Background: an optimization exercise with open tools, aiming at small area. Do not read the settings as production practice.
The RTL was checked by simulation tests, not by an equivalence proof against the original design.
Power figures rest on the tool's default switching activity, not on a simulated workload.

==> flow/design.v (excerpt) <==
module cam_srl #(
    parameter DATA_WIDTH = 64,
    parameter ADDR_WIDTH = 5,
    parameter SLICE_WIDTH = 4
)
(
    input  wire                     clk,
    input  wire                     rst,
    input  wire [ADDR_WIDTH-1:0]    write_addr,
    input  wire [DATA_WIDTH-1:0]    write_data,
    input  wire                     write_delete,
    input  wire                     write_enable,
    output wire                     write_busy,
    input  wire [DATA_WIDTH-1:0]    compare_data,
    output wire [2**ADDR_WIDTH-1:0] match_many,
    output wire [2**ADDR_WIDTH-1:0] match_single,
    output wire [ADDR_WIDTH-1:0]    match_addr,
    output wire                     match
);
export LEC_CHECK = 0
export CAP_MARGIN = 20
export CORE_MARGIN = 2
export CORE_UTILIZATION = 52
export CTS_BUF_LIST = sky130_fd_sc_hd__clkbuf_8
export CTS_CLUSTER_DIAMETER = 80
export CTS_CLUSTER_SIZE = 16
export SLEW_MARGIN = 20
export SYNTH_HIERARCHICAL = 1
create_clock -name core_clock -period 6.0 [get_ports {clk}]
standard.sh (not shown) runs the stock make flow with config.mk's settings and CLKGATE_MAP_FILE= SYNTH_SCRIPT=/design/flow/synth_recipe.tcl, a recipe that flattens the netlist after the stock synthesis.
==> flow/flow/run.sh <==
#!/bin/bash
# Layout flow: the standard ORFS flow (standard.sh) with two changes.
#  - Ports are buffered with sky130_fd_sc_hd__buf_1 instead of the default
#    buffer (clkdlybuf4s50_1); every input and output still gets one.
#  - Clock tree synthesis uses clkbuf_8 buffers, clusters of at most 16
#    sinks within 80 um, and adds no dummy loads.
# The run's full output is in standard.log; ORFS's per-step logs are under
# orfs/logs.
set -euo pipefail
export BUFFER_PORTS_ARGS="-buffer_cell sky130_fd_sc_hd__buf_1"
export CTS_ARGS="-sink_clustering_enable -repair_clock_nets -sink_clustering_size 16 -sink_clustering_max_diameter 80 -buf_list sky130_fd_sc_hd__clkbuf_8 -dont_use_dummy_load"
bash standard.sh finish > standard.log 2>&1
The first run produced a clean layout.
Edit:
--- a/flow/flow/run.sh
+++ b/flow/flow/run.sh
@@ -6 +6 @@
-#    sinks within 80 um, and adds no dummy loads.
+#    sinks within 50 um, and adds no dummy loads.
@@ -11 +11 @@
-export CTS_ARGS="-sink_clustering_enable -repair_clock_nets -sink_clustering_size 16 -sink_clustering_max_diameter 80 -buf_list sky130_fd_sc_hd__clkbuf_8 -dont_use_dummy_load"
+export CTS_ARGS="-sink_clustering_enable -repair_clock_nets -sink_clustering_size 16 -sink_clustering_max_diameter 50 -buf_list sky130_fd_sc_hd__clkbuf_8 -dont_use_dummy_load"
- CTS_CLUSTER_DIAMETER: 80 -> 50
- GPL_TIMING_DRIVEN: not set -> 0
Outcome:
- This time the run produced a layout that fails on negative setup slack
- maximum frequency falls by 14%
- power rises by 1.1%
- non-clock buffer count falls by 164
- critical path depth falls by 1
- register-to-register slack gets worse by 0.82 ns
- synthesized area is unchanged
- worst setup slack gets worse by 0.85 ns
- worst hold slack barely changes
- count of clock-buffer cells in the layout rises by 22
Edit:
--- a/flow/flow/run.sh
+++ b/flow/flow/run.sh
@@ -3 +3 @@
-#  - Ports are buffered with sky130_fd_sc_hd__buf_1 instead of the default
+#  - Ports are buffered with sky130_fd_sc_hd__buf_2 instead of the default
@@ -10 +10 @@
-export BUFFER_PORTS_ARGS="-buffer_cell sky130_fd_sc_hd__buf_1"
+export BUFFER_PORTS_ARGS="-buffer_cell sky130_fd_sc_hd__buf_2"
- GPL_TIMING_DRIVEN: 0 -> not set
With this change the flow completed without violations. Synthesized cell count is unchanged. Wire length grows by about 3.4%. Maximum frequency grows by about 26%. Worst hold slack gets worse by 0.019 ns. Design area grows by 0.53%. Core utilization grows by 0.30 points. Flip-flop and latch count is unchanged. Power grows by about 0.46%.

* * *

cam_srl, a different RTL version from the one above (not shown whole).
Size in the first run: about 5200 cells after synthesis, about 210 I/O pins, about 66000 um^2 of cells after synthesis.
==> flow/config.mk <==
export PLATFORM = sky130hd
export DESIGN_NAME = cam_srl
export DESIGN_NICKNAME = cam_srl
export VERILOG_FILES = /design/flow/design.v
export SDC_FILE = /design/flow/constraint.sdc
export NUM_CORES = 4
export LEC_CHECK = 0
export CAP_MARGIN = 20
export CORE_MARGIN = 2
export CORE_UTILIZATION = 52
export CTS_BUF_LIST = sky130_fd_sc_hd__clkbuf_8
export CTS_CLUSTER_DIAMETER = 50
export CTS_CLUSTER_SIZE = 16
export SLEW_MARGIN = 20
export SYNTH_HIERARCHICAL = 1
==> flow/constraint.sdc <==
create_clock -name core_clock -period 6.0 [get_ports {clk}]
set_input_delay 1.2000 -clock core_clock [delete_from_list [all_inputs] [get_ports {clk}]]
set_output_delay 1.2000 -clock core_clock [all_outputs]
set_load 0.01 [all_outputs]
run.sh (not shown) runs the stock make flow with config.mk's settings and CLKGATE_MAP_FILE= SYNTH_SCRIPT=/design/flow/synth_recipe.tcl, a recipe that flattens the netlist after the stock synthesis.
Stock flow here: none of the scripts above is used.
Next try:
==> flow/flow/run.sh (new file) <==
#!/bin/bash
# Layout flow: the standard ORFS flow (standard.sh) with two changes.
#  - Ports are buffered with sky130_fd_sc_hd__buf_2 instead of the default
#    buffer (clkdlybuf4s50_1); every input and output still gets one.
#  - Clock tree synthesis uses clkbuf_8 buffers, clusters of at most 16
#    sinks within 50 um, and adds no dummy loads.
# The run's full output is in standard.log; ORFS's per-step logs are under
# orfs/logs.
set -euo pipefail
export BUFFER_PORTS_ARGS="-buffer_cell sky130_fd_sc_hd__buf_2"
export CTS_ARGS="-sink_clustering_enable -repair_clock_nets -sink_clustering_size 16 -sink_clustering_max_diameter 50 -buf_list sky130_fd_sc_hd__clkbuf_8 -dont_use_dummy_load"
bash standard.sh finish > standard.log 2>&1
==> flow/standard.sh (new file) <==
#!/bin/bash
# synth_recipe.tcl (not shown) runs the flow's synth.tcl, then flattens the netlist and writes it again
# the make line also repeats each setting of config.mk as NAME=value (left out here)
make -C /OpenROAD-flow-scripts/flow DESIGN_CONFIG=/design/flow/config.mk WORK_HOME=/design/flow/orfs CLKGATE_MAP_FILE= SYNTH_SCRIPT=/design/flow/synth_recipe.tcl "${@:-finish}"
removed: flow/run.sh
=>
- total power came out lower by 4.6%
- wire length increases by 3.2%
- sequential share of layout area climbs by 1.7 points
- non-clock buffer count is lower by 11
- worst setup slack gains 0.43 ns
- first-iteration DRC count rises by 2.1%
- synthesized area stays the same
- cell area came out lower by 2.9%
- sequential power is about the same
- clock power decreases by 14%
- register-to-register slack loses 0.18 ns
Next try:
--- a/flow/flow/run.sh
+++ b/flow/flow/run.sh
@@ -2,3 +2,3 @@
 # Layout flow: the standard ORFS flow (standard.sh) with two changes.
-#  - Ports are buffered with sky130_fd_sc_hd__buf_2 instead of the default
+#  - Ports are buffered with sky130_fd_sc_hd__buf_1 instead of the default
 #    buffer (clkdlybuf4s50_1); every input and output still gets one.
@@ -9,3 +9,3 @@
 set -euo pipefail
-export BUFFER_PORTS_ARGS="-buffer_cell sky130_fd_sc_hd__buf_2"
+export BUFFER_PORTS_ARGS="-buffer_cell sky130_fd_sc_hd__buf_1"
 export CTS_ARGS="-sink_clustering_enable -repair_clock_nets -sink_clustering_size 16 -sink_clustering_max_diameter 50 -buf_list sky130_fd_sc_hd__clkbuf_8 -dont_use_dummy_load"
GPL_TIMING_DRIVEN = 0   (was default)
What happened:
- The changed run passed the timing, DRC and antenna checks
- wire length is higher by 2.5%
- register-to-register slack gets worse by 0.71 ns
- clock skew is lower by 0.040 ns
- cell area is lower by 0.39%
- die area does not change
- global-route usage is higher by 0.85 points
- worst setup slack gets worse by 0.56 ns
- sequential power hardly moves
- critical path depth is higher by 6
- maximum frequency is lower by 10%

==> afterwards: timing with drivers on the ports <==
The results above use ideal ports. As a check the final layouts listed here were re-extracted and re-timed, cells and wires unchanged.
Step 1, drivers: a clkbuf_16 drives clk and a buf_2 each remaining input, both assumed.
Step 2 adds t to the input delays and takes it off the output delays; t is the mean of the earliest and latest rising clock arrival at the registers after step 1. Input paths then give back, and output paths get back, about the clock's delay inside the block.
a / b / c = no drivers / after step 1 / after step 2; a / b = the first two.
run	t (ns)	slack for setup (ns)	worst setup path after step 2
the first run of note 1	0.973	0.809 / 0.841 / -0.132	input to register
the second run of note 1	1.005	-0.043 / 0.004 / -1.001	input to register
the third run of note 1	0.989	1.222 / 1.145 / 0.356	input to register
the first run of note 2	1.016	0.681 / 0.603 / 0.278	input to register
the second run of note 2	0.995	1.113 / 1.035 / 0.348	input to register
the third run of note 2	1.017	0.550 / 0.603 / -0.414	input to register
Met with ideal ports but missed after step 2: setup timing in the first run of note 1 and the third run of note 2. The setup slack of the third run of note 2, which loses most, moves by +0.053 ns with the drivers and by -0.964 ns with both steps.
